From an optimization exercise on the open Yosys and OpenROAD flow, aimed at small area, a short achievable clock period and few clock cycles per item; shortcuts taken in it are not production practice. RTL that was checked went through simulation tests only; none was proved equivalent to the original.

Design inv, start of the top module:
module inv #(parameter WIDTH = 256)
   (
   input  wire               clk,
   input  wire               reset_n,
   input  wire               start_inv,
   input  wire [WIDTH - 1:0] a,
   input  wire [WIDTH - 1:0] P,
   output wire               done_inv,
   output wire [WIDTH:0]     result
   );
   reg  [255:0] U, V, CV;
   reg  [256:0] CU;
   reg  [9:0]   cnt;
   reg          busy, ph2, done, sig;
   assign done_inv = done;
   assign result   = CU;
   wire         load = start_inv & ~busy & ~done;
   wire [254:0] x = U[255:1];
   wire [254:0] y = V[255:1];
   wire         ge, eq_unused;
   wire [254:0] dm;
   inv_csub u_csub (.x(x), .y(y), .ge(ge), .eq(eq_unused), .d(dm));
   wire         even = ~U[0];
   wire         fin  = ~even & ~(|x) & ~(|y);
   wire [7:0]   ctop = CU[256:249];
   wire [255:0] pm   = ~CV;                     
   wire [7:0]   ptop = {1'b0, pm[255:249]};
   wire         gtp  = ctop > ptop;             
   wire [7:0]   t1   = {2'b0, pm[255:250]};
   wire [7:0]   t2   = {3'b0, pm[255:251]};
   wire [7:0]   t3   = {4'b0, pm[255:252]};
   wire [9:0]   e1   = {2'b0, ctop} - {2'b0, ptop} - {2'b0, t1};
   wire [9:0]   e2   = {2'b0, ctop} - {2'b0, ptop} - {2'b0, t2};
   wire [9:0]   e3   = {2'b0, ctop} - {2'b0, ptop} - {2'b0, t3};
   wire         lt1  = gtp ? e1[9] : ctop < t1;
   wire         lt2  = gtp ? e2[9] : ctop < t2;
   wire         lt3  = gtp ? e3[9] : ctop < t3;
   wire [1:0]   jw   = lt3 ? 2'd3 : lt2 ? 2'd2 : lt1 ? 2'd1 : 2'd0;
   wire [1:0]   jl   = (cnt[8:2] != 7'h7f) ? 2'd3 : ~cnt[1:0];    
   wire [1:0]   j2   = (jw < jl) ? jw : jl;
   wire [1:0]   mu = even ? (U[1] ? 2'd0 : U[2] ? 2'd1 : U[3] ? 2'd2 : 2'd3) :
                     (x[0] ^ y[0]) ? 2'd0 : (x[1] ^ y[1]) ? 2'd1 :
  ...
Size: about 12000 cells after synthesis, about 1000 flip-flops, about 770 I/O pins, roughly 92000 um2 of cells after synthesis.
Settings: LEC_CHECK=0, CAP_MARGIN=20, CELL_PAD_IN_SITES_DETAIL_PLACEMENT=1, CELL_PAD_IN_SITES_GLOBAL_PLACEMENT=2, CORE_MARGIN=2, CORE_UTILIZATION=45, SETUP_SLACK_MARGIN=5, SLEW_MARGIN=20, TNS_END_PERCENT=5; clock period 10.0 ns.
standard.sh (not shown) runs the stock make flow with config.mk's settings and CLKGATE_MAP_FILE= SYNTH_SCRIPT=/design/flow/synth_recipe.tcl, a recipe that flattens the netlist after the stock synthesis.
==> flow/flow/run.sh <==
#!/bin/bash
# The standard layout (the standard.sh, all steps), except that the
# input and output ports are buffered with the smallest buffer cell.
set -euo pipefail
bash standard.sh 'BUFFER_PORTS_ARGS=-buffer_cell sky130_fd_sc_hd__buf_1' finish > standard_flow.log 2>&1
Testbench counts at the start, summed over its fixed seeds: cycles 20,074, items 72.
Then changed:
--- a/flow/config.mk
+++ b/flow/config.mk
@@ -12 +12 @@
-export CORE_UTILIZATION = 45
+export CORE_UTILIZATION = 40
@@ -15 +15 @@
-export TNS_END_PERCENT = 5
+export TNS_END_PERCENT = 0
Via count went down by a few percent.
Design area went down slightly.
Utilization went down by 6.6 points.
Routed wire length went up slightly.
Then changed:
--- a/flow/config.mk
+++ b/flow/config.mk
@@ -15 +15 @@
-export TNS_END_PERCENT = 0
+export TNS_END_PERCENT = 5
Result:
- The new run finished with timing, DRC and antenna clean
- core utilization climbs by 0.82 points
- routed wire length came out higher by 1.5%
- cell area went up by 1.7%

* * *

Another version of the RTL of inv (not shown whole).
Size: roughly 10000 cells after synthesis, about 1000 flip-flops, about 85000 sq um of cells after synthesis.
make LEC_CHECK=0 ABC_CLOCK_PERIOD_IN_PS=3000 CAP_MARGIN=20 CELL_PAD_IN_SITES_DETAIL_PLACEMENT=1 CELL_PAD_IN_SITES_GLOBAL_PLACEMENT=2 CORE_MARGIN=2 CORE_UTILIZATION=40 SETUP_SLACK_MARGIN=5 SLEW_MARGIN=20 finish   # period 10.0 ns
run.sh (not shown) runs the stock make flow with config.mk's settings and CLKGATE_MAP_FILE= SYNTH_SCRIPT=/design/flow/synth_recipe.tcl, a recipe that flattens the netlist after the stock synthesis.
Stock flow here: none of the scripts above is used.
Edit:
==> flow/flow/run.sh (new file) <==
#!/bin/bash
# The standard layout (the standard.sh, all steps), except that the
# input and output ports are buffered with the smallest buffer cell.
set -euo pipefail
bash standard.sh 'BUFFER_PORTS_ARGS=-buffer_cell sky130_fd_sc_hd__buf_1' finish > standard_flow.log 2>&1
==> flow/standard.sh (new file) <==
#!/bin/bash
# synth_recipe.tcl (not shown) runs the flow's synth.tcl, then flattens the netlist and writes it again
# the make line also repeats each setting of config.mk as NAME=value (left out here)
make -C /OpenROAD-flow-scripts/flow DESIGN_CONFIG=/design/flow/config.mk WORK_HOME=/design/flow/orfs CLKGATE_MAP_FILE= SYNTH_SCRIPT=/design/flow/synth_recipe.tcl "${@:-finish}"
--- a/flow/config.mk
+++ b/flow/config.mk
@@ -7,3 +7,2 @@
 export LEC_CHECK = 0
-export ABC_CLOCK_PERIOD_IN_PS = 3000
 export CAP_MARGIN = 20
@@ -15 +14,2 @@
 export SLEW_MARGIN = 20
+export TNS_END_PERCENT = 5
removed: flow/run.sh
Effect: Cell count went down slightly. Die area stays the same. Count of clock-buffer cells in the layout is higher by 24. Final area shrinks by a little under a tenth.
Function was not checked in any run of this note: the RTL went through the layout flow alone.

* * *

inv, a different RTL version from the one above (not shown whole).
Size: roughly 10000 cells after synthesis, ~1000 flip-flops, ~770 I/O pins.
export LEC_CHECK = 0
export CAP_MARGIN = 20
export CELL_PAD_IN_SITES_DETAIL_PLACEMENT = 1
export CELL_PAD_IN_SITES_GLOBAL_PLACEMENT = 2
export CORE_MARGIN = 2
export CORE_UTILIZATION = 40
export SETUP_SLACK_MARGIN = 5
export SLEW_MARGIN = 20
export TNS_END_PERCENT = 5
create_clock -name core_clock -period 10.0 [get_ports {clk}]
standard.sh (not shown) runs the stock make flow with config.mk's settings and CLKGATE_MAP_FILE= SYNTH_SCRIPT=/design/flow/synth_recipe.tcl, a recipe that flattens the netlist after the stock synthesis.
==> flow/flow/run.sh <==
#!/bin/bash
set -euo pipefail
bash standard.sh 'BUFFER_PORTS_ARGS=-buffer_cell sky130_fd_sc_hd__buf_1' SETUP_SLACK_MARGIN=6.5 finish > standard_flow.log 2>&1
Testbench counts at the start, summed over its fixed seeds: cycles 22,407, items 72.
Edit:
==> flow/flow/run.sh (replaced) <==
#!/bin/bash
# The standard layout (the standard.sh, all steps), except that the
# input and output ports are buffered with the smallest buffer cell.
set -euo pipefail
bash standard.sh 'BUFFER_PORTS_ARGS=-buffer_cell sky130_fd_sc_hd__buf_1' finish > standard_flow.log 2>&1
The changed run finished clean.
Utilization rose by 0.61 points.
Global-route usage fell by 0.44 points.
Worst setup slack improves by 0.072 ns.
Synthesized area stays the same.
Routed wire length hardly moves.
Cell area rose by 1.3%.
Fmax rose by 1.3%.

afterwards: timing with drivers on the ports:
Ports are ideal in the flow. The routed layouts listed here were re-timed in OpenROAD. Step 1 assumes that a clkbuf_16 drives the clock port and a buf_2 every other input. Step 2, shift: input delay + t, output delay - t, t = (earliest + latest rising clock arrival at the registers) / 2. This alone moves slack from input paths to output paths. Three values: no drivers, after step 1, after step 2; two values: the first two.
run	shift t [ns]	setup WS [ns]	latest minus earliest clock arrival (ns)
the first run of note 1	0.937	4.661 / 4.661 / 3.746	0.040 / 0.040
the second run of note 1	0.932	4.582 / 4.582 / 4.086	0.039 / 0.040
the third run of note 1	0.931	4.785 / 4.785 / 4.064	0.036 / 0.035
the first run of note 2	0.916	4.675 / 4.675 / 4.094	0.046 / 0.046
the second run of note 2	0.914	4.812 / 4.812 / 4.161	0.030 / 0.030
the first run of note 3	0.913	4.507 / 4.507 / 4.099	0.027 / 0.027
the second run of note 3	0.905	4.579 / 4.579 / 3.967	0.026 / 0.027
After both steps every run listed still meets setup and hold. For the first run of note 1, which loses most, drivers alone change the setup slack by 0.000 ns; drivers and shift together by -0.915 ns.
